This design comes from an exercise in tuning for small area and a short achievable clock period on the open sky130 flow, not from production work. At most, simulation tests tie the RTL to the original design; equivalence was not proved. Function not checked in run 1: the RTL went through the layout flow alone.

## flow/design.v (module list and top-level ports; edited modules follow where they fit)
// module cordic: 7453 lines
module cordic(clk, angle, sine, cosine);
  // ...
==> flow/flow/run.sh <==
#!/bin/bash
# Own layout flow: the standard flow (standard.sh) with these changes to how
# the layout is made:
#  1. synthesis is the standard synthesis script (synth_recipe.tcl), but ABC
#     maps the logic without the slow 4-high stacked cells and a few slow two-stage cells (patch_abc.py) and
#     without first mapping adders to fa/ha cells (ADDER_MAP_FILE empty);
#     registers are mapped before ABC, so they are the standard synthesis's;
#  2. port buffers are buf_2 cells instead of the delay cell buffer_ports picks;
#  3. the resizer may swap a cell for any cell of the same function.
# Each step's full output goes to a log file in this folder.
set -uo pipefail
here=$(pwd)
rm -rf "$here/myscripts"
cp -r "$FLOW_HOME/scripts" "$here/myscripts"
python3 flow/patch_abc.py "$here/myscripts/synth_preamble.tcl" > patch.log 2>&1 || exit 1
bash standard.sh SCRIPTS_DIR="$here/myscripts" ADDER_MAP_FILE= synth > synth.log 2>&1 || exit 1
export BUFFER_PORTS_ARGS="-buffer_cell sky130_fd_sc_hd__buf_2"
bash standard.sh MATCH_CELL_FOOTPRINT=0 finish > layout.log 2>&1
==> flow/flow/patch_abc.py <==
# Adds -dont_use for the slow 4-high stacked cells to ABC's arguments only.
import sys
p = sys.argv[1]
s = open(p).read()
anchor = 'set abc_args [list -script $abc_script \\\n  {*}$lib_args {*}$lib_dont_use_args -constr $::env(OBJECTS_DIR)/abc.constr]\n'
assert anchor in s, "anchor not found"
cells = ("a2111o a2111oi o2111a o2111ai a311o a311oi o311a o311ai a41o a41oi o41a o41ai "
         "or4 or4b or4bb nor4 nor4b nor4bb and4 and4b and4bb a221o a221oi o221a o221ai "
         "a222oi a32o a32oi o32a o32ai maj3 or3 or3b and3b o31a a31o o2bb2a a2bb2o").split()
extra = "foreach c {%s} {\n  lappend abc_args -dont_use sky130_fd_sc_hd__${c}_*\n}\n" % " ".join(cells)
open(p, "w").write(s.replace(anchor, anchor + extra))
print("patched", p)
==> flow/standard.sh <==
#!/bin/bash
# synth_recipe.tcl (not shown) runs the flow's synth.tcl, then flattens the netlist and writes it again
# the make line also repeats each setting of config.mk as NAME=value (left out here)
make -C /OpenROAD-flow-scripts/flow DESIGN_CONFIG=/design/flow/config.mk WORK_HOME=/design/flow/orfs CLKGATE_MAP_FILE= SYNTH_SCRIPT=/design/flow/synth_recipe.tcl "${@:-finish}"
==> flow/config.mk <==
export PLATFORM = sky130hd
export DESIGN_NAME = cordic
export DESIGN_NICKNAME = cordic
export VERILOG_FILES = /design/flow/design.v
export SDC_FILE = /design/flow/constraint.sdc
export NUM_CORES = 4
export LEC_CHECK = 0
export CAP_MARGIN = 20
export CORE_MARGIN = 2
export CORE_UTILIZATION = 40
export CTS_CLUSTER_DIAMETER = 100
export CTS_CLUSTER_SIZE = 30
export SETUP_SLACK_MARGIN = 1.3
export SLEW_MARGIN = 20
==> flow/constraint.sdc <==
create_clock -name core_clock -period 3.5 [get_ports {clk}]
set_input_delay 0.7000 -clock core_clock [delete_from_list [all_inputs] [get_ports {clk}]]
set_output_delay 0.7000 -clock core_clock [all_outputs]
set_load 0.01 [all_outputs]
==> impl_metrics.csv, run 1 <==
group,metric,value,unit
final_layout,num-multi-input-gates,2506,
worst_setup_path,startpoint_type,"flip-flop",
global_route,grt_pass1_vias,19600,
worst_setup_path,crit_slowest_cell,"dfxtp_4",
outcome,outcome,"timing/DRC/antenna clean",
final_layout,clk_share,0.0258,
global_route,antenna_found_initial,0,
global_route,busiest_layer,"met2",
drt,drc,0,
place,post-place-ws,836,ps
synth,synth_compound_area_frac,0.162,
floorplan,num_rows,97,
drt,drtIter0Drc,1009,
final_layout,layout_common_cells,"xnor2_1 (514), dfxtp_1 (425), nor2_1 (255), nand2_1 (240), buf_4 (215)",
timing,period_share,0.672,
synth,yosysSeqAreaShare,0.388,
worst_setup_path,r2r_end,"y7[13]",
synth,synth-edff-count,0,
timing,fin_crit,2350,ps
cts,clk-insertion-delay-late,600,ps
place,portBuffers,64,
synth,ys_ff_latch,544,
floorplan,io_pins,65,
timing,tns,0,ps
final_layout,multi_input_area_share,0.533,
timing,holdWs,198,ps
final_layout,fin_util,0.488,
final_layout,top_regs,"a0 x32, z2 x30, z3 x29",
final_layout,nFillCells,6611,
final_layout,final_common_cell,"xnor2_1",
final_layout,multi_input_area,18100,um2
synth,synth_top_family_by_area,"XOR/XNOR gates",
worst_setup_path,startpoint,"x6[6]",
drt,dr.max_layer_used,"met4",
drt,wl_met3,1.74,mm
==> inputs of run 2 (changes only) <==
--- a/flow/design.v
+++ b/flow/design.v
@@ -5771,332 +5771,111 @@
   wire zc10_16 = dk_10 ? zp10_s16 : zm10_s16;
   wire zc10_17 = dk_10 ? zp10_s17 : zm10_s17;
   reg d11_10;
   always @(posedge clk) d11_10 <= zc10_17;
   reg d1_1; always @(posedge clk) d1_1 <= ~a0[29];
   reg d1_2; always @(posedge clk) d1_2 <= d1_1;
   reg d1_3; always @(posedge clk) d1_3 <= d1_2;
   reg d1_4; always @(posedge clk) d1_4 <= d1_3;
+  reg d1_5; always @(posedge clk) d1_5 <= d1_4;
   reg d2_1; always @(posedge clk) d2_1 <= z2[29];
   reg d2_2; always @(posedge clk) d2_2 <= d2_1;
   reg d2_3; always @(posedge clk) d2_3 <= d2_2;
+  reg d2_4; always @(posedge clk) d2_4 <= d2_3;
   reg d3_1; always @(posedge clk) d3_1 <= z3[28];
   reg d3_2; always @(posedge clk) d3_2 <= d3_1;
+  reg d3_3; always @(posedge clk) d3_3 <= d3_2;
   reg d4_1; always @(posedge clk) d4_1 <= z4[27];
+  reg d4_2; always @(posedge clk) d4_2 <= d4_1;
   reg d5_1; always @(posedge clk) d5_1 <= z5[26];
   reg d6_1; always @(posedge clk) d6_1 <= z6[25];
   reg d7_1; always @(posedge clk) d7_1 <= z7[24];
   reg d8_1; always @(posedge clk) d8_1 <= z8[23];
   reg d9_1; always @(posedge clk) d9_1 <= z9[22];
   reg d10_1; always @(posedge clk) d10_1 <= z10[21];
   reg d11_1; always @(posedge clk) d11_1 <= d11_10;
   reg s31_1; always @(posedge clk) s31_1 <= a0[31];
   reg s31_2; always @(posedge clk) s31_2 <= s31_1;
   reg s31_3; always @(posedge clk) s31_3 <= s31_2;
   reg s31_4; always @(posedge clk) s31_4 <= s31_3;
+  reg s31_5; always @(posedge clk) s31_5 <= s31_4;
   reg s30_1; always @(posedge clk) s30_1 <= a0[30];
   reg s30_2; always @(posedge clk) s30_2 <= s30_1;
   reg s30_3; always @(posedge clk) s30_3 <= s30_2;
   reg s30_4; always @(posedge clk) s30_4 <= s30_3;
-  wire [5:0] tselx = {s31_4, s30_4, d1_4, d2_3, d3_2, d4_1};
-  wire [5:0] tsely = tselx;
+  reg s30_5; always @(posedge clk) s30_5 <= s30_4;
+  wire [6:0] tsel = {s31_5, s30_5, d1_5, d2_4, d3_3, d4_2, d5_1};
   wire [15:0] tx, ty;
-  wire [63:0] tx0_tt = 64'h3F33FCFC3F3FFCFC;
-  wire [63:0] ty0_tt = 64'hFCFC3F3FCCFC3F3F;
-  assign tx[0] = tx0_tt[tselx];
-  assign ty[0] = ty0_tt[tsely];
-  wire [63:0] tx1_tt = 64'h7FE2AB02D94CCE67;
-  wire [63:0] ty1_tt = 64'h329B40D547FEE673;
-  assign tx[1] = tx1_tt[tselx];
-  assign ty[1] = ty1_tt[tsely];
-  wire [63:0] tx2_tt = 64'hEA8CDEA91D62B847;
-  wire [63:0] ty2_tt = 64'h46B8957B3157E21D;
-  assign tx[2] = tx2_tt[tselx];
-  assign ty[2] = ty2_tt[tsely];
-  wire [63:0] tx3_tt = 64'h2C1CC7CBDBF2B124;
-  wire [63:0] ty3_tt = 64'h4FDBD3E33834248D;
-  assign tx[3] = tx3_tt[tselx];
-  assign ty[3] = ty3_tt[tsely];
-  wire [63:0] tx4_tt = 64'h9668E99661969679;
-  wire [63:0] ty4_tt = 64'h6986699716699E69;
-  assign tx[4] = tx4_tt[tselx];
-  assign ty[4] = ty4_tt[tsely];
-  wire [63:0] tx5_tt = 64'hEA6F09A815917657;
-  wire [63:0] ty5_tt = 64'h89A81590F657EA6E;
-  assign tx[5] = tx5_tt[tselx];
-  assign ty[5] = ty5_tt[tsely];
-  wire [63:0] tx6_tt = 64'hDCFAA0C423055F3B;
-  wire [63:0] ty6_tt = 64'hA0C423055F3BDCFA;
-  assign tx[6] = tx6_tt[tselx];
-  assign ty[6] = ty6_tt[tsely];
-  wire [63:0] tx7_tt = 64'hE53693581AC96CA7;
-  wire [63:0] ty7_tt = 64'h93581AC96CA7E536;
-  assign tx[7] = tx7_tt[tselx];
-  assign ty[7] = ty7_tt[tsely];
-  wire [63:0] tx8_tt = 64'hFFEB28000014D7FF;
-  wire [63:0] ty8_tt = 64'h28000014D7FFFFEB;
-  assign tx[8] = tx8_tt[tselx];
-  assign ty[8] = ty8_tt[tsely];
-  wire [63:0] tx9_tt = 64'hB7F012FF480FED0;
-  wire [63:0] ty9_tt = 64'h12FF480FED00B7F;
-  assign tx[9] = tx9_tt[tselx];
-  assign ty[9] = ty9_tt[tsely];
-  wire [63:0] tx10_tt = 64'hDF7104FF208EFB0;
-  wire [63:0] ty10_tt = 64'h104FF208EFB00DF7;
-  assign tx[10] = tx10_tt[tselx];
-  assign ty[10] = ty10_tt[tsely];
-  wire [63:0] tx11_tt = 64'hEAF0A8FF150F570;
-  wire [63:0] ty11_tt = 64'hA8FF150F5700EAF;
-  assign tx[11] = tx11_tt[tselx];
-  assign ty[11] = ty11_tt[tsely];
-  wire [63:0] tx12_tt = 64'hA59F065A5A60F9A5;
-  wire [63:0] ty12_tt = 64'h65A5A60F9A5A59F;
-  assign tx[12] = tx12_tt[tselx];
-  assign ty[12] = ty12_tt[tsely];
-  wire [63:0] tx13_tt = 64'h9C7F01C66380FE39;
-  wire [63:0] ty13_tt = 64'h1C66380FE399C7F;
-  assign tx[13] = tx13_tt[tselx];
-  assign ty[13] = ty13_tt[tsely];
-  wire [63:0] tx14_tt = 64'h83FF003E7C00FFC1;
-  wire [63:0] ty14_tt = 64'h3E7C00FFC183FF;
-  assign tx[14] = tx14_tt[tselx];
-  assign ty[14] = ty14_tt[tsely];
-  wire [63:0] tx15_tt = 64'h8000FFFE7FFF0001;
-  wire [63:0] ty15_tt = 64'hFFFE7FFF00018000;
-  assign tx[15] = tx15_tt[tselx];
-  assign ty[15] = ty15_tt[tsely];
-  reg [15:0] x5, y5;   
-  always @(posedge clk) begin x5 <= tx; y5 <= ty ^ {16{~z5[26]}}; end
-  wire xa5_p0 = x5[0] ^ y5[5];
-  wire xa5_g0 = x5[0] & y5[5];
-  wire xa5_p1 = x5[1] ^ y5[6];
-  wire xa5_g1 = x5[1] & y5[6];
-  wire xa5_p2 = x5[2] ^ y5[7];
-  wire xa5_g2 = x5[2] & y5[7];
-  wire xa5_p3 = x5[3] ^ y5[8];
-  wire xa5_g3 = x5[3] & y5[8];
-  wire xa5_p4 = x5[4] ^ y5[9];
-  wire xa5_g4 = x5[4] & y5[9];
-  wire xa5_p5 = x5[5] ^ y5[10];
-  wire xa5_g5 = x5[5] & y5[10];
-  wire xa5_p6 = x5[6] ^ y5[11];
-  wire xa5_g6 = x5[6] & y5[11];
-  wire xa5_p7 = x5[7] ^ y5[12];
-  wire xa5_g7 = x5[7] & y5[12];
-  wire xa5_p8 = x5[8] ^ y5[13];
-  wire xa5_g8 = x5[8] & y5[13];
-  wire xa5_p9 = x5[9] ^ y5[14];
-  wire xa5_g9 = x5[9] & y5[14];
-  wire xa5_p10 = x5[10] ^ y5[15];
-  wire xa5_g10 = x5[10] & y5[15];
-  wire xa5_p11 = x5[11] ^ y5[15];
-  wire xa5_g11 = x5[11] & y5[15];
-  wire xa5_p12 = x5[12] ^ y5[15];
-  wire xa5_g12 = x5[12] & y5[15];
-  wire xa5_p13 = x5[13] ^ y5[15];
-  wire xa5_g13 = x5[13] & y5[15];
-  wire xa5_p14 = x5[14] ^ y5[15];
-  wire xa5_g14 = x5[14] & y5[15];
-  wire xa5_p15 = x5[15] ^ y5[15];
-  wire xa5_g15 = x5[15] & y5[15];
-  wire xa5_G0_1 = xa5_g0 | (xa5_p0 & ~d5_1);
-  wire xa5_P0_1 = xa5_p0 & 1'b0;
-  wire xa5_G0_3 = xa5_g2 | (xa5_p2 & xa5_g1);
-  wire xa5_P0_3 = xa5_p2 & xa5_p1;
-  wire xa5_G0_5 = xa5_g4 | (xa5_p4 & xa5_g3);
-  wire xa5_P0_5 = xa5_p4 & xa5_p3;
-  wire xa5_G0_7 = xa5_g6 | (xa5_p6 & xa5_g5);
-  wire xa5_P0_7 = xa5_p6 & xa5_p5;
-  wire xa5_G0_9 = xa5_g8 | (xa5_p8 & xa5_g7);
-  wire xa5_P0_9 = xa5_p8 & xa5_p7;
-  wire xa5_G0_11 = xa5_g10 | (xa5_p10 & xa5_g9);
-  wire xa5_P0_11 = xa5_p10 & xa5_p9;
-  wire xa5_G0_13 = xa5_g12 | (xa5_p12 & xa5_g11);
-  wire xa5_P0_13 = xa5_p12 & xa5_p11;
-  wire xa5_G0_15 = xa5_g14 | (xa5_p14 & xa5_g13);
-  wire xa5_P0_15 = xa5_p14 & xa5_p13;
-  wire xa5_G1_3 = xa5_G0_3 | (xa5_P0_3 & xa5_G0_1);
-  wire xa5_P1_3 = xa5_P0_3 & xa5_P0_1;
-  wire xa5_G1_7 = xa5_G0_7 | (xa5_P0_7 & xa5_G0_5);
-  wire xa5_P1_7 = xa5_P0_7 & xa5_P0_5;
-  wire xa5_G1_11 = xa5_G0_11 | (xa5_P0_11 & xa5_G0_9);
-  wire xa5_P1_11 = xa5_P0_11 & xa5_P0_9;
-  wire xa5_G1_15 = xa5_G0_15 | (xa5_P0_15 & xa5_G0_13);
-  wire xa5_P1_15 = xa5_P0_15 & xa5_P0_13;
-  wire xa5_G2_7 = xa5_G1_7 | (xa5_P1_7 & xa5_G1_3);
-  wire xa5_P2_7 = xa5_P1_7 & xa5_P1_3;
-  wire xa5_G2_15 = xa5_G1_15 | (xa5_P1_15 & xa5_G1_11);
-  wire xa5_P2_15 = xa5_P1_15 & xa5_P1_11;
-  wire xa5_G3_15 = xa5_G2_15 | (xa5_P2_15 & xa5_G2_7);
-  wire xa5_P3_15 = xa5_P2_15 & xa5_P2_7;
-  wire xa5_G7_11 = xa5_G1_11 | (xa5_P1_11 & xa5_G2_7);
-  wire xa5_P7_11 = xa5_P1_11 & xa5_P2_7;
-  wire xa5_G8_5 = xa5_G0_5 | (xa5_P0_5 & xa5_G1_3);
-  wire xa5_P8_5 = xa5_P0_5 & xa5_P1_3;
-  wire xa5_G8_9 = xa5_G0_9 | (xa5_P0_9 & xa5_G2_7);
-  wire xa5_P8_9 = xa5_P0_9 & xa5_P2_7;
-  wire xa5_G8_13 = xa5_G0_13 | (xa5_P0_13 & xa5_G7_11);
-  wire xa5_P8_13 = xa5_P0_13 & xa5_P7_11;
-  wire xa5_G9_2 = xa5_g1 | (xa5_p1 & xa5_G0_1);
-  wire xa5_P9_2 = xa5_p1 & xa5_P0_1;
-  wire xa5_G9_4 = xa5_g3 | (xa5_p3 & xa5_G1_3);
-  wire xa5_P9_4 = xa5_p3 & xa5_P1_3;
-  wire xa5_G9_6 = xa5_g5 | (xa5_p5 & xa5_G8_5);
-  wire xa5_P9_6 = xa5_p5 & xa5_P8_5;
-  wire xa5_G9_8 = xa5_g7 | (xa5_p7 & xa5_G2_7);
-  wire xa5_P9_8 = xa5_p7 & xa5_P2_7;
-  wire xa5_G9_10 = xa5_g9 | (xa5_p9 & xa5_G8_9);
-  wire xa5_P9_10 = xa5_p9 & xa5_P8_9;
-  wire xa5_G9_12 = xa5_g11 | (xa5_p11 & xa5_G7_11);
-  wire xa5_P9_12 = xa5_p11 & xa5_P7_11;
-  wire xa5_G9_14 = xa5_g13 | (xa5_p13 & xa5_G8_13);
-  wire xa5_P9_14 = xa5_p13 & xa5_P8_13;
-  wire xa5_G9_16 = xa5_g15 | (xa5_p15 & xa5_G3_15);
-  wire xa5_P9_16 = xa5_p15 & xa5_P3_15;
-  wire xa5_s0 = xa5_p0 ^ ~d5_1;
-  wire xa5_s1 = xa5_p1 ^ xa5_G0_1;
-  wire xa5_s2 = xa5_p2 ^ xa5_G9_2;
-  wire xa5_s3 = xa5_p3 ^ xa5_G1_3;
-  wire xa5_s4 = xa5_p4 ^ xa5_G9_4;
-  wire xa5_s5 = xa5_p5 ^ xa5_G8_5;
-  wire xa5_s6 = xa5_p6 ^ xa5_G9_6;
-  wire xa5_s7 = xa5_p7 ^ xa5_G2_7;
-  wire xa5_s8 = xa5_p8 ^ xa5_G9_8;
-  wire xa5_s9 = xa5_p9 ^ xa5_G8_9;
-  wire xa5_s10 = xa5_p10 ^ xa5_G9_10;
-  wire xa5_s11 = xa5_p11 ^ xa5_G7_11;
-  wire xa5_s12 = xa5_p12 ^ xa5_G9_12;
-  wire xa5_s13 = xa5_p13 ^ xa5_G8_13;
-  wire xa5_s14 = xa5_p14 ^ xa5_G9_14;
-  wire xa5_s15 = xa5_p15 ^ xa5_G3_15;
-  wire m5 = d5_1 ^ z6[25];
-  wire ya5_p0 = y5[0] ^ ~x5[5];
-  wire ya5_g0 = y5[0] & ~x5[5];
-  wire ya5_p1 = y5[1] ^ ~x5[6];
-  wire ya5_g1 = y5[1] & ~x5[6];
-  wire ya5_p2 = y5[2] ^ ~x5[7];
-  wire ya5_g2 = y5[2] & ~x5[7];
-  wire ya5_p3 = y5[3] ^ ~x5[8];
-  wire ya5_g3 = y5[3] & ~x5[8];
-  wire ya5_p4 = y5[4] ^ ~x5[9];
-  wire ya5_g4 = y5[4] & ~x5[9];
-  wire ya5_p5 = y5[5] ^ ~x5[10];
-  wire ya5_g5 = y5[5] & ~x5[10];
-  wire ya5_p6 = y5[6] ^ ~x5[11];
-  wire ya5_g6 = y5[6] & ~x5[11];
-  wire ya5_p7 = y5[7] ^ ~x5[12];
-  wire ya5_g7 = y5[7] & ~x5[12];
-  wire ya5_p8 = y5[8] ^ ~x5[13];
-  wire ya5_g8 = y5[8] & ~x5[13];
-  wire ya5_p9 = y5[9] ^ ~x5[14];
-  wire ya5_g9 = y5[9] & ~x5[14];
-  wire ya5_p10 = y5[10] ^ ~x5[15];
-  wire ya5_g10 = y5[10] & ~x5[15];
-  wire ya5_p11 = y5[11] ^ ~x5[15];
-  wire ya5_g11 = y5[11] & ~x5[15];
-  wire ya5_p12 = y5[12] ^ ~x5[15];
-  wire ya5_g12 = y5[12] & ~x5[15];
-  wire ya5_p13 = y5[13] ^ ~x5[15];
-  wire ya5_g13 = y5[13] & ~x5[15];
-  wire ya5_p14 = y5[14] ^ ~x5[15];
-  wire ya5_g14 = y5[14] & ~x5[15];
-  wire ya5_p15 = y5[15] ^ ~x5[15];
-  wire ya5_g15 = y5[15] & ~x5[15];
-  wire ya5_G0_1 = ya5_g0 | (ya5_p0 & 1'b1);
-  wire ya5_P0_1 = ya5_p0 & 1'b0;
-  wire ya5_G0_3 = ya5_g2 | (ya5_p2 & ya5_g1);
-  wire ya5_P0_3 = ya5_p2 & ya5_p1;
-  wire ya5_G0_5 = ya5_g4 | (ya5_p4 & ya5_g3);
-  wire ya5_P0_5 = ya5_p4 & ya5_p3;
-  wire ya5_G0_7 = ya5_g6 | (ya5_p6 & ya5_g5);
-  wire ya5_P0_7 = ya5_p6 & ya5_p5;
-  wire ya5_G0_9 = ya5_g8 | (ya5_p8 & ya5_g7);
-  wire ya5_P0_9 = ya5_p8 & ya5_p7;
-  wire ya5_G0_11 = ya5_g10 | (ya5_p10 & ya5_g9);
-  wire ya5_P0_11 = ya5_p10 & ya5_p9;
-  wire ya5_G0_13 = ya5_g12 | (ya5_p12 & ya5_g11);
-  wire ya5_P0_13 = ya5_p12 & ya5_p11;
-  wire ya5_G0_15 = ya5_g14 | (ya5_p14 & ya5_g13);
-  wire ya5_P0_15 = ya5_p14 & ya5_p13;
-  wire ya5_G1_3 = ya5_G0_3 | (ya5_P0_3 & ya5_G0_1);
-  wire ya5_P1_3 = ya5_P0_3 & ya5_P0_1;
-  wire ya5_G1_7 = ya5_G0_7 | (ya5_P0_7 & ya5_G0_5);
-  wire ya5_P1_7 = ya5_P0_7 & ya5_P0_5;
-  wire ya5_G1_11 = ya5_G0_11 | (ya5_P0_11 & ya5_G0_9);
-  wire ya5_P1_11 = ya5_P0_11 & ya5_P0_9;
-  wire ya5_G1_15 = ya5_G0_15 | (ya5_P0_15 & ya5_G0_13);
-  wire ya5_P1_15 = ya5_P0_15 & ya5_P0_13;
-  wire ya5_G2_7 = ya5_G1_7 | (ya5_P1_7 & ya5_G1_3);
-  wire ya5_P2_7 = ya5_P1_7 & ya5_P1_3;
-  wire ya5_G2_15 = ya5_G1_15 | (ya5_P1_15 & ya5_G1_11);
-  wire ya5_P2_15 = ya5_P1_15 & ya5_P1_11;
-  wire ya5_G3_15 = ya5_G2_15 | (ya5_P2_15 & ya5_G2_7);
-  wire ya5_P3_15 = ya5_P2_15 & ya5_P2_7;
-  wire ya5_G7_11 = ya5_G1_11 | (ya5_P1_11 & ya5_G2_7);
-  wire ya5_P7_11 = ya5_P1_11 & ya5_P2_7;
-  wire ya5_G8_5 = ya5_G0_5 | (ya5_P0_5 & ya5_G1_3);
-  wire ya5_P8_5 = ya5_P0_5 & ya5_P1_3;
-  wire ya5_G8_9 = ya5_G0_9 | (ya5_P0_9 & ya5_G2_7);
-  wire ya5_P8_9 = ya5_P0_9 & ya5_P2_7;
-  wire ya5_G8_13 = ya5_G0_13 | (ya5_P0_13 & ya5_G7_11);
-  wire ya5_P8_13 = ya5_P0_13 & ya5_P7_11;
-  wire ya5_G9_2 = ya5_g1 | (ya5_p1 & ya5_G0_1);
-  wire ya5_P9_2 = ya5_p1 & ya5_P0_1;
-  wire ya5_G9_4 = ya5_g3 | (ya5_p3 & ya5_G1_3);
-  wire ya5_P9_4 = ya5_p3 & ya5_P1_3;
-  wire ya5_G9_6 = ya5_g5 | (ya5_p5 & ya5_G8_5);
-  wire ya5_P9_6 = ya5_p5 & ya5_P8_5;
-  wire ya5_G9_8 = ya5_g7 | (ya5_p7 & ya5_G2_7);
-  wire ya5_P9_8 = ya5_p7 & ya5_P2_7;
-  wire ya5_G9_10 = ya5_g9 | (ya5_p9 & ya5_G8_9);
-  wire ya5_P9_10 = ya5_p9 & ya5_P8_9;
-  wire ya5_G9_12 = ya5_g11 | (ya5_p11 & ya5_G7_11);
-  wire ya5_P9_12 = ya5_p11 & ya5_P7_11;
-  wire ya5_G9_14 = ya5_g13 | (ya5_p13 & ya5_G8_13);
-  wire ya5_P9_14 = ya5_p13 & ya5_P8_13;
-  wire ya5_G9_16 = ya5_g15 | (ya5_p15 & ya5_G3_15);
-  wire ya5_P9_16 = ya5_p15 & ya5_P3_15;
-  wire ya5_q0 = ya5_p0 ^ m5;
-  wire ya5_s0 = ya5_q0 ^ 1'b1;
-  wire ya5_q1 = ya5_p1 ^ m5;
-  wire ya5_s1 = ya5_q1 ^ ya5_G0_1;
-  wire ya5_q2 = ya5_p2 ^ m5;
-  wire ya5_s2 = ya5_q2 ^ ya5_G9_2;
-  wire ya5_q3 = ya5_p3 ^ m5;
-  wire ya5_s3 = ya5_q3 ^ ya5_G1_3;
-  wire ya5_q4 = ya5_p4 ^ m5;
-  wire ya5_s4 = ya5_q4 ^ ya5_G9_4;
-  wire ya5_q5 = ya5_p5 ^ m5;
-  wire ya5_s5 = ya5_q5 ^ ya5_G8_5;
-  wire ya5_q6 = ya5_p6 ^ m5;
-  wire ya5_s6 = ya5_q6 ^ ya5_G9_6;
-  wire ya5_q7 = ya5_p7 ^ m5;
-  wire ya5_s7 = ya5_q7 ^ ya5_G2_7;
-  wire ya5_q8 = ya5_p8 ^ m5;
-  wire ya5_s8 = ya5_q8 ^ ya5_G9_8;
-  wire ya5_q9 = ya5_p9 ^ m5;
-  wire ya5_s9 = ya5_q9 ^ ya5_G8_9;
-  wire ya5_q10 = ya5_p10 ^ m5;
-  wire ya5_s10 = ya5_q10 ^ ya5_G9_10;
-  wire ya5_q11 = ya5_p11 ^ m5;
-  wire ya5_s11 = ya5_q11 ^ ya5_G7_11;
-  wire ya5_q12 = ya5_p12 ^ m5;
-  wire ya5_s12 = ya5_q12 ^ ya5_G9_12;
-  wire ya5_q13 = ya5_p13 ^ m5;
-  wire ya5_s13 = ya5_q13 ^ ya5_G8_13;
-  wire ya5_q14 = ya5_p14 ^ m5;
-  wire ya5_s14 = ya5_q14 ^ ya5_G9_14;
-  wire ya5_q15 = ya5_p15 ^ m5;
-  wire ya5_s15 = ya5_q15 ^ ya5_G3_15;
-  reg [15:0] x6, y6;
-  always @(posedge clk) begin
-    x6 <= {xa5_s15,xa5_s14,xa5_s13,xa5_s12,xa5_s11,xa5_s10,xa5_s9,xa5_s8,xa5_s7,xa5_s6,xa5_s5,xa5_s4,xa5_s3,xa5_s2,xa5_s1,xa5_s0};
-    y6 <= {ya5_s15,ya5_s14,ya5_s13,ya5_s12,ya5_s11,ya5_s10,ya5_s9,ya5_s8,ya5_s7,ya5_s6,ya5_s5,ya5_s4,ya5_s3,ya5_s2,ya5_s1,ya5_s0};
-  end
+  wire [127:0] tx0_tt = 128'hCF3CC3CFFCC33CF0F0C33CC0033CC30C;
+  wire [127:0] ty0_tt = 128'h33CC30F0F3CC33FF3C33CF330C33CC0;
+  assign tx[0] = tx0_tt[tsel];
+  assign ty[0] = ty0_tt[tsel];
+  wire [127:0] tx1_tt = 128'hB37D447CC2E1823F9A142D15AB88EB57;
+  wire [127:0] ty1_tt = 128'hA8B42859FC4187433E22BECDEAD711D5;
+  assign tx[1] = tx1_tt[tsel];
+  assign ty[1] = ty1_tt[tsel];
+  wire [127:0] tx2_tt = 128'h77411B60F83B3C110DBDF79C925356EF;
+  wire [127:0] ty2_tt = 128'h39EFBDB0883CDC1F06D882EEF76ACA49;
+  assign tx[2] = tx2_tt[tsel];
+  assign ty[2] = ty2_tt[tsel];
+  wire [127:0] tx3_tt = 128'hC9BBB230F2B6636C36464DCC884D9D93;
+  wire [127:0] ty3_tt = 128'h33B2626C36C66D4F0C4DDD93C9B9B211;
+  assign tx[3] = tx3_tt[tsel];
+  assign ty[3] = ty3_tt[tsel];
+  wire [127:0] tx4_tt = 128'h8ABE20BF03FB82AE7541DF4379047D51;
+  wire [127:0] ty4_tt = 128'hC2FB82AE7541DFC0FD047D518ABE209E;
+  assign tx[4] = tx4_tt[tsel];
+  assign ty[4] = ty4_tt[tsel];
+  wire [127:0] tx5_tt = 128'hFFCD049556DF4C000032FB6AAD20B3FF;
+  wire [127:0] ty5_tt = 128'h56DF4C000032FB6AA920B3FFFFCD04B5;
+  assign tx[5] = tx5_tt[tsel];
+  assign ty[5] = ty5_tt[tsel];
+  wire [127:0] tx6_tt = 128'hF23D178CCE1743B00DC2E87331E8BC4F;
+  wire [127:0] ty6_tt = 128'hCE1743B00DC2E87331E8BC4FF23D178C;
+  assign tx[6] = tx6_tt[tsel];
+  assign ty[6] = ty6_tt[tsel];
+  wire [127:0] tx7_tt = 128'hFC8A944F0DD6AEC003756BB0F229513F;
+  wire [127:0] ty7_tt = 128'hDD6AEC003756BB0F229513FFC8A944F;
+  assign tx[7] = tx7_tt[tsel];
+  assign ty[7] = ty7_tt[tsel];
+  wire [127:0] tx8_tt = 128'hFFD8361E8793E4000027C9E1786C1BFF;
+  wire [127:0] ty8_tt = 128'h8793E4000027C9E1786C1BFFFFD8361E;
+  assign tx[8] = tx8_tt[tsel];
+  assign ty[8] = ty8_tt[tsel];
+  wire [127:0] tx9_tt = 128'hED88BF02EE48FFFF127740FD11B700;
+  wire [127:0] ty9_tt = 128'h2EE48FFFF127740FD11B70000ED88BF;
+  assign tx[9] = tx9_tt[tsel];
+  assign ty[9] = ty9_tt[tsel];
+  wire [127:0] tx10_tt = 128'hFF0E2A7F01AB8F0000F1D580FE5470FF;
+  wire [127:0] ty10_tt = 128'h1AB8F0000F1D580FE5470FFFF0E2A7F;
+  assign tx[10] = tx10_tt[tsel];
+  assign ty[10] = ty10_tt[tsel];
+  wire [127:0] tx11_tt = 128'hAAA599FF00665AAA555A6600FF99A555;
+  wire [127:0] ty11_tt = 128'h665AAA555A6600FF99A555AAA599FF;
+  assign tx[11] = tx11_tt[tsel];
+  assign ty[11] = ty11_tt[tsel];
+  wire [127:0] tx12_tt = 128'h666387FF001E3999999C7800FFE1C666;
+  wire [127:0] ty12_tt = 128'h1E3999999C7800FFE1C666666387FF;
+  assign tx[12] = tx12_tt[tsel];
+  assign ty[12] = ty12_tt[tsel];
+  wire [127:0] tx13_tt = 128'hE1E07FFF0001F8781E1F8000FFFE0787;
+  wire [127:0] ty13_tt = 128'h1F8781E1F8000FFFE0787E1E07FFF;
+  assign tx[13] = tx13_tt[tsel];
+  assign ty[13] = ty13_tt[tsel];
+  wire [127:0] tx14_tt = 128'hE01FFFFF000007F81FE00000FFFFF807;
+  wire [127:0] ty14_tt = 128'h7F81FE00000FFFFF807E01FFFFF;
+  assign tx[14] = tx14_tt[tsel];
+  assign ty[14] = ty14_tt[tsel];
+  wire [127:0] tx15_tt = 128'hE0000000FFFFFFF81FFFFFFF00000007;
+  wire [127:0] ty15_tt = 128'hFFFFFFF81FFFFFFF00000007E0000000;
+  assign tx[15] = tx15_tt[tsel];
+  assign ty[15] = ty15_tt[tsel];
+  reg [15:0] x6, y6;   
+  always @(posedge clk) begin x6 <= tx; y6 <= ty ^ {16{~z6[25]}}; end
   wire xa6_p0 = x6[0] ^ y6[6];
   wire xa6_g0 = x6[0] & y6[6];
   wire xa6_p1 = x6[1] ^ y6[7];
   wire xa6_g1 = x6[1] & y6[7];
   wire xa6_p2 = x6[2] ^ y6[8];
   wire xa6_g2 = x6[2] & y6[8];
   wire xa6_p3 = x6[3] ^ y6[9];
   wire xa6_g3 = x6[3] & y6[9];
==> flow/run.sh (new file) <==
#!/bin/bash
# synth_recipe.tcl (not shown) runs the flow's synth.tcl, then flattens the netlist and writes it again
# the make line also repeats each setting of config.mk as NAME=value (left out here)
make -C /OpenROAD-flow-scripts/flow DESIGN_CONFIG=/design/flow/config.mk WORK_HOME=/design/flow/orfs CLKGATE_MAP_FILE= SYNTH_SCRIPT=/design/flow/synth_recipe.tcl finish
==> flow/config.mk (replaced) <==
export PLATFORM = sky130hd
export DESIGN_NAME = cordic
export DESIGN_NICKNAME = cordic
export VERILOG_FILES = /design/flow/design.v
export SDC_FILE = /design/flow/constraint.sdc
export NUM_CORES = 4
export LEC_CHECK = 0
export CAP_MARGIN = 20
export CORE_MARGIN = 2
export CORE_UTILIZATION = 40
export SETUP_SLACK_MARGIN = 1.0
export SLEW_MARGIN = 20
removed: flow/flow/run.sh
removed: flow/flow/patch_abc.py
removed: flow/standard.sh
==> impl_metrics.csv, run 2 <==
group,metric,value,unit
place,dp_cells,4034,
final_layout,area_delta_synth_final,17.0,%
final_layout,final_common_cell,"dfxtp_1",
worst_setup_path,cp.arrival,2950,ps
place,portBuffers,64,
final_layout,fin_util,0.471,
final_layout,antenna_cells,0,
final_layout,seqCellArea,10400,um2
global_route,busiest_layer,"met2",
global_route,grt_use_met3,0.0235,
global_route,grt_pass1_vias,20000,
global_route,antenna_found_initial,0,
final_layout,nFillCells,6816,
timing,tightest_slew,971,ps
floorplan,start_util,0.403,
final_layout,largest_reg_flops,32,
drt,drc,0,
timing,maxSlewViolCount,0,
floorplan,die_h,272,um
cts,clock_tree.root_cell,"clkbuf_16",
cts,tritoncts,"done",
timing,tns,0,ps
final_layout,regMostFlops,"a0",
worst_setup_path,critPathKind,"reg2reg",
worst_setup_path,cp.required,3970,ps
synth,synthFlopType,"dfxtp_1",
timing,relSlewSlack,0.352,
synth,synth_cell_types,89,
timing,setup_viol,0,
synth,netlist_area,28600,um2
floorplan,io_pins,65,
drt,ant_nets,0,
timing,hold_violations,0,
synth,synthTopCellsByArea,"dfxtp_1 (36%), xnor2_1 (11%), ha_1 (8.9%)",
synth,synth_top_area_share,0.362,
synth,postSynthCellCount,3129,
floorplan,die_x,272,um
timing,max_freq,404,MHz
drt,drtIter0Drc,860,
cts,clk_pin_slew_worst_paths,60,ps
timing,fin_crit,2480,ps
global_route,grt_pass1_wl,95.9,mm
worst_setup_path,worst-path-max-fanout,4,
cts,cts_buffer_depth,3,
place,place_hpwl,42.4,mm
final_layout,multi_input_area,17900,um2
synth,synth.most_common_cell,"dfxtp_1",
drt,vias,21200,
synth,yosys.area.top_type,"dfxtp_1",
synth,synth_warnings,1,
synth,yosysSeqAreaShare,0.362,
drt,drt-total-wl,58.0,mm
run,max_cap_violations,0,
synth,ys_ff_latch,518,
drt,firstDrtPassIters,6,
floorplan,die_area,73700,um2
min_path,min_path_type,"reg2reg",
global_route,grt_start_max_net_pins,68,
final_layout,stdcell_count,4203,
synth,avgSynthCellArea,9.15,um2
final_layout,layout_common_cells,"dfxtp_1 (487), xnor2_1 (355), a21oi_1 (180), ha_1 (178), nand2_1 (177)",
synth,syn_nets,3413,
cts,cts_buffers,58,
drt,routed_via_density,5.04,
cts,cts.sinks,518,
synth,synthArstFlopShare,0,
place,place_congestion,0.906,
timing,skew,30.8,ps
global_route,grt-ovfl-total,0,
outcome,outcome,"timing/DRC/antenna clean",
floorplan,fp.coreArea,71100,um2
final_layout,nets,3487,
global_route,grt_usage,0.153,
floorplan,num_rows,98,
cts,clk-insertion-delay-late,620,ps
final_layout,drive_above_1_share,0.126,
timing,period_share,0.708,
timing,grt_setup_unrepaired,"yes",
worst_setup_path,startpoint_type,"flip-flop",
final_layout,top_regs,"a0 x32, z2 x30, z3 x29",
global_route,use_met1,0.186,
drt,drt-wirelength-per-cell,13.8,um
worst_setup_path,critPathCaptureType,"flip-flop",
synth,netlist_top_cells_count,"dfxtp_1 (518), xnor2_1 (355), ha_1 (203)",
synth,synth-edff-count,0,
global_route,met2_usage,0.273,
cts,cts_htree_levels,2,
run 2: changes by cell type after synthesis, sizes merged, moves of 28 or more:
cell | previous run | this run
inv | 91 | 182
xnor2 | 515 | 355
ha | 0 | 203
xor2 | 172 | 135
nor2b | 58 | 30
nand2 | 261 | 177
nor3 | 118 | 73
nor2 | 287 | 177
or3 | 0 | 39
fa | 0 | 48
nand3 | 106 | 67
run 2: final cells by class:
type,count,area share
Multi-Input combinational cell,2291,0.534
Inverter,183,0.0211
Sequential cell,518,0.312
Tap cell,950,0.0355
Clock buffer,80,0.0494
Timing Repair Buffer,151,0.0392
Clock inverter,30,0.00911
run 2: path summary, 6_finish.rpt:
path	slack, ps	startpoint	endpoint	depth (start not counted)
hold reg to reg	310	d1_2	d1_3	0
setup reg to reg	1020	z3[3]	z4[24]	8
setup / recovery	1020	z3[3]	z4[24]	8
hold / removal	310	d1_2	d1_3	0
run 2: cells by family after synthesis:
kind of cell	share of synthesized area
AND/OR/NAND/NOR	0.133
AO/OA/AOI/OAI	0.173
flip-flops	0.362
XOR/XNOR	0.150
buffers and inverters	0.0422
adder cells (fa/ha/maj)	0.122
multiplexers	0.0182
run 2: repair_timing:
action                                  4_1_cts  5_1_grt
pin swaps                                    29       70
hold buffers                                  0        0
endpoints found under the setup margin       66       86
resized for setup                            77      128
endpoints found under the hold margin         0        0
setup buffers                                18       41
run 2: worst max-delay path, stage by stage, from the launching register on:
cell and delay, ps:
dfxtp_4 340, o21a_1 180, o2111a_1 250, o41a_1 340
o41a_1 350, o41a_1 410, nor3b_2 210, a31oi_1 70
xor2_1 180
run 2: per-stage QoR:
| stage | area (um2) | setup WS (ps) | hold WS (ps) |
|---|---|---|---|
| 2_1_floorplan | 28600 | 1040 | 310 |
| 3_3_place_gp | 30200 | 736 | 311 |
| 3_5_place_dp | 30200 | 732 | 312 |
| 4_1_cts | 32600 | 956 | 312 |
| 5_1_grt | 33500 | 907 | 320 |
| 6_report | 33500 | 1020 | 313 |
run 2: metal layers:
metal,vias to the layer above,part of all wire
met3,123,0.043
met1,9554,0.44
met2,402,0.49
met4,0,0.030
li1,11100,-
met5,-,0
==> inputs of run 3 (changes only) <==
--- a/flow/config.mk
+++ b/flow/config.mk
@@ -9,4 +9,6 @@
 export CORE_MARGIN = 2
 export CORE_UTILIZATION = 40
-export SETUP_SLACK_MARGIN = 1.0
+export CTS_CLUSTER_DIAMETER = 100
+export CTS_CLUSTER_SIZE = 30
+export SETUP_SLACK_MARGIN = 1.2
 export SLEW_MARGIN = 20
==> impl_metrics.csv, run 3 <==
group,metric,value,unit
global_route,use_met1,0.187,
floorplan,start_util,0.403,
place,place_hpwl,42.7,mm
global_route,met2_usage,0.289,
worst_setup_path,crit_top_cell,"o41a_1",
worst_setup_path,r2r_end,"z4[24]",
worst_setup_path,startpoint,"z3[3]",
global_route,busiest_layer,"met2",
final_layout,nets,3559,
drt,firstDrtPassIters,5,
floorplan,die_h,272,um
synth,netlist_area,28600,um2
timing,max_freq,403,MHz
synth,netlist_top_cells_count,"dfxtp_1 (518), xnor2_1 (355), ha_1 (203)",
synth,synthArstFlopShare,0,
floorplan,num_rows,98,
timing,grt_setup_unrepaired,"yes",
final_layout,largest_reg_flops,32,
timing,hold_violations,0,
place,portBuffers,64,
cts,cts.sinks,518,
run,max_cap_violations,0,
floorplan,die_area,73700,um2
drt,routed_via_density,5.10,
floorplan,fp.coreArea,71100,um2
cts,cts_htree_levels,1,
worst_setup_path,cp.arrival,2950,ps
place,place_congestion,0.916,
final_layout,area_delta_synth_final,20.1,%
timing,tns,0,ps
final_layout,regMostFlops,"a0",
worst_setup_path,r2r_start,"z3[3]",
worst_setup_path,max_stage_delay,420,ps
global_route,grt_start_max_net_pins,69,
worst_setup_path,cp.required,3970,ps
worst_setup_path,crit_family,"compound AO/OA/AOI/OAI gates",
global_route,grt_usage,0.155,
final_layout,fin_util,0.483,
synth,yosysSeqAreaShare,0.362,
drt,drc,0,
cts,clk-insertion-delay-late,590,ps
synth,synth_cell_types,89,
final_layout,drive_above_1_share,0.192,
worst_setup_path,critPathCaptureType,"flip-flop",
synth,ys_ff_latch,518,
drt,drt-total-wl,59.9,mm
global_route,grt_pass1_wl,97.7,mm
drt,ant_nets,0,
timing,setup_viol,0,
timing,holdWs,314,ps
synth,synthTopCellsByArea,"dfxtp_1 (36%), xnor2_1 (11%), ha_1 (8.9%)",
cts,clk_pin_slew_worst_paths,110,ps
synth,synth.most_common_cell,"dfxtp_1",
final_layout,top_regs,"a0 x32, z2 x30, z3 x29",
drt,drtIter0Drc,1072,
drt,drt-wirelength-per-cell,14.1,um
synth,synthFlopType,"dfxtp_1",
synth,synth-edff-count,0,
timing,tightest_slew,1010,ps
global_route,grt_pass1_vias,20300,
worst_setup_path,worst-path-max-fanout,4,
cts,cts_buffer_depth,3,
min_path,hold_depth,0,
timing,period_share,0.709,
worst_setup_path,critPathKind,"reg2reg",
synth,postSynthCellCount,3129,
timing,maxSlewViolCount,0,
worst_setup_path,crit_buf_inv,0,
worst_setup_path,startpoint_type,"flip-flop",
synth,yosys.area.top_type,"dfxtp_1",
worst_setup_path,crit_cells,8,
worst_setup_path,worst_r2r_path_depth,8,
min_path,min_path_type,"reg2reg",
timing,skew,20.0,ps
worst_setup_path,crit_end,"z4[24]",
synth,synth_top_area_share,0.362,
cts,cts_buffers,25,
synth,avgSynthCellArea,9.15,um2
worst_setup_path,crit_slowest_cell,"o41a_1",
global_route,antenna_found_initial,0,
cts,clock_tree.root_cell,"clkbuf_16",
global_route,grt_use_met3,0.0189,
worst_setup_path,rrSetupSlack,1020,ps
global_route,grt-ovfl-total,0,
timing,relSlewSlack,0.325,
timing,fin_crit,2480,ps
final_layout,antenna_cells,0,
floorplan,die_x,272,um
floorplan,io_pins,65,
outcome,outcome,"timing/DRC/antenna clean",
drt,vias,21600,
final_layout,layout_common_cells,"dfxtp_1 (441), xnor2_1 (351), nand2_1 (174), a21oi_1 (165), buf_4 (161)",
cts,tritoncts,"done",
final_layout,final_common_cell,"dfxtp_1",
worst_setup_path,crit_path_cell_trace,"o21a_1 -> o2111a_1 -> o41a_1 -> o41a_1 -> o41a_1 -> nor3b_2 -> a31oi_1 -> xor2_1",
synth,synth_warnings,1,
synth,syn_nets,3413,
## run 3: cell count changes in the layout (fill, tap and decap cells not counted), moves of 20 or more
cell,change
buf_4,+79
clkbuf_16,-33
dfxtp_1,-46
dfxtp_2,+27
ha_1,-20
o21ai_0,-22
## run 3: worst min path at each step
stage / start / end / slack (ps)
after CTS: s30_2 / s30_3 / 320
after floorplan: d3_2 / d3_3 / 310
after detailed placement: d2_2 / d2_3 / 310
after global placement: s30_4 / s30_5 / 310
after global routing: s30_2 / s30_3 / 320
final: s30_2 / s30_3 / 310
## run 3: per-stage QoR
stage                     setup WS, ps  instances  instance area (um2)
after global routing               935       4239                34400
after floorplan                   1140       3129                28800
final                             1020       4239                34400
after detailed placement           718       4041                30400
after CTS                         1020       4179                32900
after global placement             643       4041                30400
## run 3: logic make-up after synthesis
group                    Yosys count  synth area share
AO/OA/AOI/OAI                    752             0.173
XOR/XNOR                         490             0.150
adder cells (fa/ha/maj)          251             0.122
buffers and inverters            320            0.0422
flip-flops                       518             0.362
multiplexers                      42            0.0182
AND/OR/NAND/NOR                  756             0.133
## run 3: cell type report
cell class | count | area, um2
Timing Repair Buffer | 256 | 2260
Fill cell | 6711 | 36700
Sequential cell | 518 | 10500
Clock buffer | 29 | 661
Tap cell | 950 | 1190
Multi-Input combinational cell | 2291 | 18800
Inverter | 183 | 711
Clock inverter | 12 | 189
## run 3: timing repair
action | CTS | global route
cloned | 0 | 1
resized for setup | 230 | 234
setup buffers | 97 | 59
endpoints found under the setup margin | 135 | 141
hold buffers | 0 | 0
pin swaps | 135 | 124
endpoints found under the hold margin | 0 | 0
## run 3: layer usage
| layer | up-vias | share of wire |
|---|---|---|
| met1 | 9895 | 0.43 |
| met3 | 104 | 0.040 |
| met5 | - | 0 |
| li1 | 11200 | - |
| met2 | 426 | 0.50 |
| met4 | 0 | 0.027 |
## run 3: worst register-to-register path: cells and delay by family (launching register included)
| family | cells | cell delay, ps |
|---|---|---|
| AOI/OAI and AO/OA | 6 | 1620 |
| xor gates and xnor gates | 1 | 170 |
| DFF | 1 | 360 |
| and+or+nand+nor | 1 | 230 |
==> inputs of run 4 (changes only) <==
--- a/flow/config.mk
+++ b/flow/config.mk
@@ -8,7 +8,8 @@
 export CAP_MARGIN = 20
 export CORE_MARGIN = 2
-export CORE_UTILIZATION = 40
+export CORE_UTILIZATION = 60
 export CTS_CLUSTER_DIAMETER = 100
 export CTS_CLUSTER_SIZE = 30
-export SETUP_SLACK_MARGIN = 1.2
+export PLACE_DENSITY = 0.75
+export SETUP_SLACK_MARGIN = 1.0
 export SLEW_MARGIN = 20
==> impl_metrics.csv, run 4 <==
group,metric,value,unit
worst_setup_path,startpoint_type,"flip-flop",
cts,cts_htree_levels,1,
timing,max_freq,401,MHz
drt,ant_nets,0,
cts,clk-insertion-delay-late,570,ps
cts,cts.sinks,518,
worst_setup_path,critPathCaptureType,"flip-flop",
drt,routed_via_density,5.76,
cts,cts_buffer_depth,3,
synth,ys_ff_latch,518,
timing,skew,19.2,ps
synth,synthArstFlopShare,0,
final_layout,layout_common_cells,"dfxtp_1 (472), xnor2_1 (354), a21oi_1 (184), ha_1 (176), nand2_1 (175)",
global_route,antenna_found_initial,1,
synth,synth_warnings,1,
final_layout,antenna_cells,0,
final_layout,multi_input_area,17800,um2
synth,yosys.area.top_type,"dfxtp_1",
floorplan,io_pins,65,
final_layout,nFillCells,3640,
timing,setup_viol,0,
worst_setup_path,cp.arrival,2950,ps
global_route,met2_usage,0.473,
synth,netlist_area,28600,um2
final_layout,area_delta_synth_final,11.6,%
timing,postLayoutSetupSlackWorst,1010,ps
global_route,grt-ovfl-total,0,
worst_setup_path,cp.required,3960,ps
synth,synth_cell_types,89,
worst_setup_path,max_stage_delay,410,ps
place,portBuffers,64,
place,place_hpwl,47.6,mm
final_layout,largest_reg_flops,32,
drt,drc,0,
run,max_cap_violations,0,
cts,clock_tree.root_cell,"clkbuf_16",
global_route,grt_use_met3,0.0214,
floorplan,start_util,0.603,
global_route,grt_usage,0.246,
timing,tightest_slew,1010,ps
cts,ctsHoldBuffers,0,
synth,netlist_top_cells_count,"dfxtp_1 (518), xnor2_1 (355), ha_1 (203)",
synth,avgSynthCellArea,9.15,um2
drt,drt-total-wl,64.0,mm
worst_setup_path,crit_slowest_cell,"o41a_1",
synth,synth_top_area_share,0.362,
synth,synthTopCellsByArea,"dfxtp_1 (36%), xnor2_1 (11%), ha_1 (8.9%)",
worst_setup_path,worst-path-max-fanout,4,
floorplan,die_x,222,um
synth,synth-edff-count,0,
synth,syn_nets,3413,
drt,firstDrtPassIters,5,
global_route,grt_pass1_wl,101,mm
cts,tritoncts,"done",
global_route,grt_pass1_vias,21200,
final_layout,final_common_cell,"dfxtp_1",
final_layout,top_regs,"a0 x32, z2 x30, z3 x29",
worst_setup_path,crit_path_cell_trace,"o21a_1 -> o2111a_1 -> o41a_1 -> o41a_1 -> o41a_1 -> nor3b_2 -> a31oi_1 -> xor2_1",
synth,postSynthCellCount,3129,
final_layout,drive_above_1_share,0.121,
final_layout,seqCellArea,10500,um2
floorplan,num_rows,80,
worst_setup_path,crit_top_cell,"o41a_1",
outcome,outcome,"timing/DRC/antenna clean",
cts,cts_buffers,22,
drt,drt-wirelength-per-cell,16.8,um
drt,drtIter0Drc,1100,
timing,period_share,0.712,
synth,yosysSeqAreaShare,0.362,
place,place_congestion,0.971,
global_route,use_met1,0.278,
timing,grt_setup_unrepaired,"yes",
global_route,grt_start_max_net_pins,80,
place,post-place-ws,696,ps
floorplan,fp.coreArea,47400,um2
cts,clk_pin_slew_worst_paths,100,ps
synth,synthFlopType,"dfxtp_1",
timing,fin_crit,2490,ps
timing,maxSlewViolCount,0,
timing,tns,0,ps
final_layout,nets,3483,
synth,synth.most_common_cell,"dfxtp_1",
floorplan,die_h,222,um
timing,relSlewSlack,0.324,
global_route,busiest_layer,"met2",
timing,hold_violations,0,
drt,vias,22000,
final_layout,regMostFlops,"a0",
worst_setup_path,critPathKind,"reg2reg",
worst_setup_path,crit_family,"compound AO/OA/AOI/OAI gates",
min_path,min_path_type,"reg2reg",
worst_setup_path,crit_buf_inv,0,
floorplan,die_area,49500,um2
## run 4: through the flow
stage | area [um2] | instances | hold slack [ps] | utilization
after floorplan | 28600 | 3129 | 310 | -
after global placement | 29900 | 3713 | 309 | 0.630
after detailed placement | 29900 | 3713 | 312 | 0.630
after CTS | 31100 | 3778 | 335 | 0.656
after global routing | 32000 | 3817 | 343 | 0.674
final | 32000 | 3817 | 335 | 0.674
## run 4: per-layer routing
metal,part of all wire,up-vias
met3,0.034,164
met5,0.00028,-
li1,-,11000
met2,0.52,502
met4,0.041,2
met1,0.40,10300
## run 4: kinds of logic after synthesis
logic type / after synthesis / share of synthesized area
AOI/OAI and AO/OA: 752 / 0.173
xor gates and xnor gates: 490 / 0.150
adders and majority gates: 251 / 0.122
buffers and inverters: 320 / 0.0422
muxes: 42 / 0.0182
DFF: 518 / 0.362
and+or+nand+nor: 756 / 0.133
## run 4: worst paths after layout
kind,cells after the start,startpoint,slack [ps],to
worst min-delay path,0,d1_4,330,d1_5
worst max register to register,8,z3[2],1010,z4[24]
worst max-delay path,8,z3[2],1010,z4[24]
worst min register to register,0,d1_4,330,d1_5
## run 4: repair_timing
item | CTS | global route
setup buffers | 38 | 39
endpoints found under the setup margin | 61 | 91
resized for setup | 79 | 127
pin swaps | 34 | 69
## run 4: final cells by class
class                           instances  share of cell area
Timing Repair Buffer                  183              0.0496
Inverter                              183              0.0218
Multi-Input combinational cell       2291               0.558
Tap cell                              615              0.0241
Clock inverter                          5             0.00251
Clock buffer                           22              0.0172
Sequential cell                       518               0.327
==> inputs of run 5 (changes only) <==
--- a/flow/config.mk
+++ b/flow/config.mk
@@ -8,8 +8,7 @@
 export CAP_MARGIN = 20
 export CORE_MARGIN = 2
-export CORE_UTILIZATION = 60
+export CORE_UTILIZATION = 40
 export CTS_CLUSTER_DIAMETER = 100
 export CTS_CLUSTER_SIZE = 30
-export PLACE_DENSITY = 0.75
 export SETUP_SLACK_MARGIN = 1.0
 export SLEW_MARGIN = 20
==> impl_metrics.csv, run 5 <==
group,metric,value,unit
outcome,outcome,"timing/DRC/antenna clean",
drt,vias,20800,
floorplan,fp.coreArea,71100,um2
cts,ctsHoldBuffers,0,
timing,setup_viol,0,
timing,tns,0,ps
synth,synth_warnings,1,
place,dp_cells,4034,
timing,hold_violations,0,
synth,ys_ff_latch,518,
synth,avgSynthCellArea,9.15,um2
synth,yosys.area.top_type,"dfxtp_1",
final_layout,multi_input_area,17800,um2
drt,drtIter0Drc,946,
timing,maxSlewViolCount,0,
drt,firstDrtPassIters,5,
timing,max_freq,402,MHz
worst_setup_path,max_stage_delay,410,ps
worst_setup_path,crit_slowest_cell,"o41a_1",
timing,fin_crit,2490,ps
final_layout,nFillCells,6912,
min_path,hold_depth,0,
place,portBuffers,64,
drt,ant_nets,0,
floorplan,num_rows,98,
drt,drt-total-wl,56.4,mm
synth,postSynthCellCount,3129,
worst_setup_path,startpoint_type,"flip-flop",
place,place_congestion,0.906,
final_layout,largest_reg_flops,32,
synth,syn_nets,3413,
final_layout,final_common_cell,"dfxtp_1",
drt,routed_via_density,5.03,
timing,tightest_slew,973,ps
final_layout,layout_common_cells,"dfxtp_1 (482), xnor2_1 (355), a21oi_1 (183), nand2_1 (177), ha_1 (177)",
worst_setup_path,r2r_start,"z3[2]",
final_layout,regMostFlops,"a0",
drt,drc,0,
cts,clk_pin_slew_worst_paths,110,ps
min_path,hold_end,"d2_4",
synth,synthTopCellsByArea,"dfxtp_1 (36%), xnor2_1 (11%), ha_1 (8.9%)",
global_route,grt_usage,0.149,
drt,drt-wirelength-per-cell,13.6,um
cts,cts_buffer_depth,3,
worst_setup_path,cp.required,3980,ps
global_route,antenna_found_initial,0,
synth,synth_cell_types,89,
worst_setup_path,critPathCaptureType,"flip-flop",
worst_setup_path,worst_r2r_path_depth,8,
synth,synth.most_common_cell,"dfxtp_1",
run,max_cap_violations,0,
min_path,min_path_type,"reg2reg",
timing,skew,21.0,ps
worst_setup_path,crit_family,"compound AO/OA/AOI/OAI gates",
final_layout,nets,3448,
floorplan,die_area,73700,um2
worst_setup_path,worst-path-max-fanout,4,
worst_setup_path,rrSetupSlack,1010,ps
timing,grt_setup_unrepaired,"yes",
final_layout,area_delta_synth_final,13.0,%
worst_setup_path,r2r_end,"z4[24]",
cts,clk-insertion-delay-late,600,ps
place,place_hpwl,42.4,mm
worst_setup_path,crit_buf_inv,0,
cts,clock_tree.root_cell,"clkbuf_16",
synth,synth_top_area_share,0.362,
floorplan,die_x,272,um
worst_setup_path,crit_top_cell,"o41a_1",
worst_setup_path,critPathKind,"reg2reg",
cts,tritoncts,"done",
min_path,min_from,"d2_3",
final_layout,drive_above_1_share,0.109,
global_route,grt-ovfl-total,0,
final_layout,antenna_cells,0,
synth,synthFlopType,"dfxtp_1",
synth,netlist_area,28600,um2
timing,holdWs,330,ps
timing,relSlewSlack,0.351,
synth,netlist_top_cells_count,"dfxtp_1 (518), xnor2_1 (355), ha_1 (203)",
global_route,grt_pass1_vias,19500,
final_layout,seqCellArea,10400,um2
synth,synth-edff-count,0,
cts,cts.sinks,518,
final_layout,stdcell_count,4132,
synth,yosysSeqAreaShare,0.362,
cts,cts_htree_levels,1,
timing,period_share,0.711,
floorplan,start_util,0.403,
floorplan,die_h,272,um
global_route,grt_start_max_net_pins,68,
worst_setup_path,crit_path_cell_trace,"o21a_1 -> o2111a_1 -> o41a_1 -> o41a_1 -> o41a_1 -> nor3b_2 -> a31oi_1 -> xor2_1",
synth,synthArstFlopShare,0,
worst_setup_path,cp.arrival,2970,ps
cts,cts_buffers,27,
global_route,grt_pass1_wl,94.0,mm
final_layout,top_regs,"a0 x32, z2 x30, z3 x29",
floorplan,io_pins,65,
-- run 5: cell families after synthesis --
family | count (synthesis) | synth area share
xor+xnor | 490 | 0.150
simple gates | 756 | 0.133
buf+inv | 320 | 0.0422
mux | 42 | 0.0182
fa+ha+maj | 251 | 0.122
flops | 518 | 0.362
compound gates | 752 | 0.173
-- run 5: area by class of cell --
class	instances	share of cell area
multi-input cells	2291	0.551
flip-flops and latches	518	0.322
repair buffers	143	0.0387
well taps	950	0.0367
inverters	183	0.0220
clock buffers	29	0.0214
clock inverters	18	0.00766
-- run 5: per-layer routing --
layer,global-route usage,up-vias,part of all wire
met4,0.0435,0,0.027
li1,-,11000,-
met3,0.0192,88,0.039
met1,0.182,9393,0.44
met2,0.270,339,0.50
met5,0,-,0
-- run 5: worst max-delay path by stage --
stage	cells past startpoint	from	slack [ps]	to
global placement	8	d3_3	740	y6[0]
floorplan	9	x11[12]	1040	y12[14]
CTS	12	d4_2	930	y6[6]
detailed placement	8	y9[10]	730	x10[14]
finish	8	z3[2]	1010	z4[24]
global route	8	z3[2]	910	z4[23]
-- run 5: stage by stage --
stage                     setup slack [ps]  cell area (um2)  utilization
after floorplan                       1040            28600            -
after global placement                 736            30200        0.425
after detailed placement               732            30200        0.425
after CTS                              932            31600        0.444
after global routing                   910            32400        0.455
final                                 1010            32400        0.455
-- run 5: timing repair --
| action | in CTS | in global routing |
|---|---|---|
| pin swaps | 29 | 58 |
| setup endpoints to repair | 70 | 94 |
| gates resized for setup | 74 | 119 |
| buffers inserted | 18 | 33 |
==> inputs of run 6 (changes only) <==
==> flow/flow/run.sh (new file) <==
#!/bin/bash
# The standard layout (the standard.sh, standard synthesis unchanged), with two
# changes to how the layout is made:
#  - port buffers are buf_2 cells instead of the delay cell buffer_ports picks by default;
#  - the resizer may swap a cell for any cell of the same function, not only one
#    of the same footprint.
set -uo pipefail
export BUFFER_PORTS_ARGS="-buffer_cell sky130_fd_sc_hd__buf_2"
bash standard.sh MATCH_CELL_FOOTPRINT=0 finish > standard.log 2>&1
status=$?
exit $status
==> flow/standard.sh (new file) <==
#!/bin/bash
# synth_recipe.tcl (not shown) runs the flow's synth.tcl, then flattens the netlist and writes it again
# the make line also repeats each setting of config.mk as NAME=value (left out here)
make -C /OpenROAD-flow-scripts/flow DESIGN_CONFIG=/design/flow/config.mk WORK_HOME=/design/flow/orfs CLKGATE_MAP_FILE= SYNTH_SCRIPT=/design/flow/synth_recipe.tcl "${@:-finish}"
--- a/flow/config.mk
+++ b/flow/config.mk
@@ -11,4 +11,4 @@
 export CTS_CLUSTER_DIAMETER = 100
 export CTS_CLUSTER_SIZE = 30
-export SETUP_SLACK_MARGIN = 1.0
+export SETUP_SLACK_MARGIN = 1.4
 export SLEW_MARGIN = 20
removed: flow/run.sh
==> impl_metrics.csv, run 6 <==
group,metric,value,unit
outcome,outcome,"timing/DRC/antenna clean",
final_layout,layout_common_cells,"dfxtp_1 (413), xnor2_1 (346), buf_4 (241), nand2_1 (167), inv_1 (152)",
floorplan,die_h,272,um
worst_setup_path,worst-path-max-fanout,4,
drt,routed_via_density,5.13,
final_layout,nets,3654,
place,portBuffers,64,
synth,ys_ff_latch,518,
timing,postLayoutSetupSlackWorst,1000,ps
synth,synthTopCellsByArea,"dfxtp_1 (36%), xnor2_1 (11%), ha_1 (8.9%)",
final_layout,final_common_cell,"dfxtp_1",
worst_setup_path,critPathKind,"reg2reg",
synth,yosysSeqAreaShare,0.362,
place,dp_cells,4036,
global_route,grt_pass1_vias,20700,
worst_setup_path,crit_top_cell,"o41a_1",
worst_setup_path,crit_path_cell_trace,"o21a_1 -> o2111a_1 -> o41a_1 -> o41a_1 -> o41a_1 -> buf_4 -> nor3_2 -> a31oi_1 -> xnor2_1",
synth,avgSynthCellArea,9.15,um2
cts,clk-insertion-delay-late,610,ps
final_layout,stdcell_count,4338,
drt,firstDrtPassIters,5,
synth,synth-edff-count,0,
floorplan,die_x,272,um
cts,cts_buffers,27,
synth,synth_cell_types,89,
drt,drt-wirelength-per-cell,14.3,um
worst_setup_path,max_stage_delay,410,ps
global_route,antenna_found_initial,0,
floorplan,io_pins,65,
place,place_congestion,0.911,
timing,holdWs,189,ps
final_layout,area_delta_synth_final,25.5,%
final_layout,fin_util,0.505,
synth,netlist_top_cells_count,"dfxtp_1 (518), xnor2_1 (355), ha_1 (203)",
place,place_hpwl,42.5,mm
synth,syn_nets,3413,
timing,maxSlewViolCount,0,
floorplan,die_area,73700,um2
floorplan,num_rows,98,
timing,fin_crit,2500,ps
cts,tritoncts,"done",
worst_setup_path,crit_family,"compound AO/OA/AOI/OAI gates",
synth,synth_warnings,1,
synth,synth_top_area_share,0.362,
synth,netlist_area,28600,um2
drt,met2_length,31.1,mm
timing,tns,0,ps
drt,drtIter0Drc,1132,
floorplan,fp.coreArea,71100,um2
synth,yosys.area.top_type,"dfxtp_1",
floorplan,start_util,0.403,
worst_setup_path,worst_r2r_path_depth,9,
worst_setup_path,rrSetupSlack,1000,ps
timing,setup_viol,0,
cts,cts_htree_levels,1,
worst_setup_path,cp.required,3990,ps
cts,clock_tree.root_cell,"clkbuf_16",
final_layout,regMostFlops,"a0",
worst_setup_path,critPathCaptureType,"flip-flop",
drt,vias,22200,
final_layout,antenna_cells,0,
global_route,grt_usage,0.158,
drt,drc,0,
worst_setup_path,crit_slowest_cell,"o41a_1",
min_path,min_from,"angle[10]",
worst_setup_path,crit_cells,9,
==> run 6: changes by cell type in the layout (fill, tap and decap cells not counted), sizes merged <==
cell           change
buf              +267
clkdlybuf4s50     -64
dlymetal6s2s       +1
clkinv             +2
clkinvlp           +2
inv                -2
==> run 6: worst reg2reg max path: stages, from the launching register on <==
cell and delay, ps:
dfxtp_4 360, o21a_1 190, o2111a_1 260, o41a_1 340, o41a_1 370, o41a_1 410
buf_4 170, nor3_2 100, a31oi_1 70, xnor2_1 140
==> run 6: layer usage <==
metal,vias up,GRT usage
met4,0,0.0529
li1,11400,-
met2,490,0.291
met3,155,0.0192
met5,-,0
met1,10200,0.188
==> run 6: worst min path at each step <==
stage                  end  slack (ps)  cells past startpoint
global route        a0[11]         140                      1
finish              a0[10]         190                      1
global placement      d2_3         310                      0
floorplan             d3_3         310                      0
detailed placement    d1_5         310                      0
CTS                 a0[16]         150                      1
==> run 6: cell families (layout without fill, tap and decap cells) <==
logic type,count (synthesis),in the layout,synth area share
compound gates,752,752,0.173
xor+xnor,490,490,0.150
flops,518,518,0.362
fa+ha+maj,251,251,0.122
mux,42,42,0.0182
simple gates,756,756,0.133
buf+inv,320,579,0.0422
==> run 6: final cells by class <==
class                           count  area [um2]
Timing Repair inverter              1        8.76
Sequential cell                   518       10600
Timing Repair Buffer              348        2690
Fill cell                        6520       35200
Multi-Input combinational cell   2291       19700
Clock buffer                       28         689
Inverter                          183         746
Tap cell                          950        1190
Clock inverter                     19         260
==> run 6: timing repair <==
| item | in CTS | in global routing |
|---|---|---|
| endpoints found under the setup margin | 177 | 195 |
| gates resized for setup | 357 | 282 |
| setup buffers | 154 | 99 |
| gates cloned | 2 | 0 |
| pin swaps | 188 | 193 |
==> run 6: stage by stage <==
| stage | instance area [um2] |
|---|---|
| 6_report | 35900 |
| 5_1_grt | 35900 |
| 4_1_cts | 33900 |
| 3_5_place_dp | 30400 |
| 3_3_place_gp | 30400 |
| 2_1_floorplan | 29100 |

[afterwards: timing with drivers on the ports]
How much do the figures lean on ideal ports? The routed layouts below were timed once more, with nothing changed but the port constraints. Step 1 sets driving cells, clkbuf_16 on the clock port and buf_2 on the other inputs (assumed; they add their load-dependent delay and slew). Step 2 times the ports against the registers' clock, not the clock port: input delays grow and output delays shrink by t, the midpoint of the rising clock arrivals with the driver on. a / b / c = ideal ports / drivers / drivers and shift; a / b = the first two.
| run | t (ns) | setup WS [ns] | hold slack, ns | worst slew at a driven data input, ns |
|---|---|---|---|---|
| run 1 | 0.648 | 1.147 / 1.147 / 1.147 | 0.198 / 0.158 / 0.314 | 0.05 |
| run 2 | 0.670 | 1.024 / 1.024 / 1.024 | 0.313 / 0.313 / 0.313 | 0.04 |
| run 3 | 0.636 | 1.020 / 1.020 / 1.020 | 0.314 / 0.314 / 0.314 | 0.04 |
| run 4 | 0.624 | 1.008 / 1.008 / 1.008 | 0.335 / 0.335 / 0.335 | 0.05 |
| run 5 | 0.651 | 1.012 / 1.012 / 1.012 | 0.330 / 0.330 / 0.330 | 0.05 |
| run 6 | 0.659 | 1.002 / 1.002 / 1.002 | 0.189 / 0.144 / 0.300 | 0.04 |
After both steps every run listed still meets setup and hold.
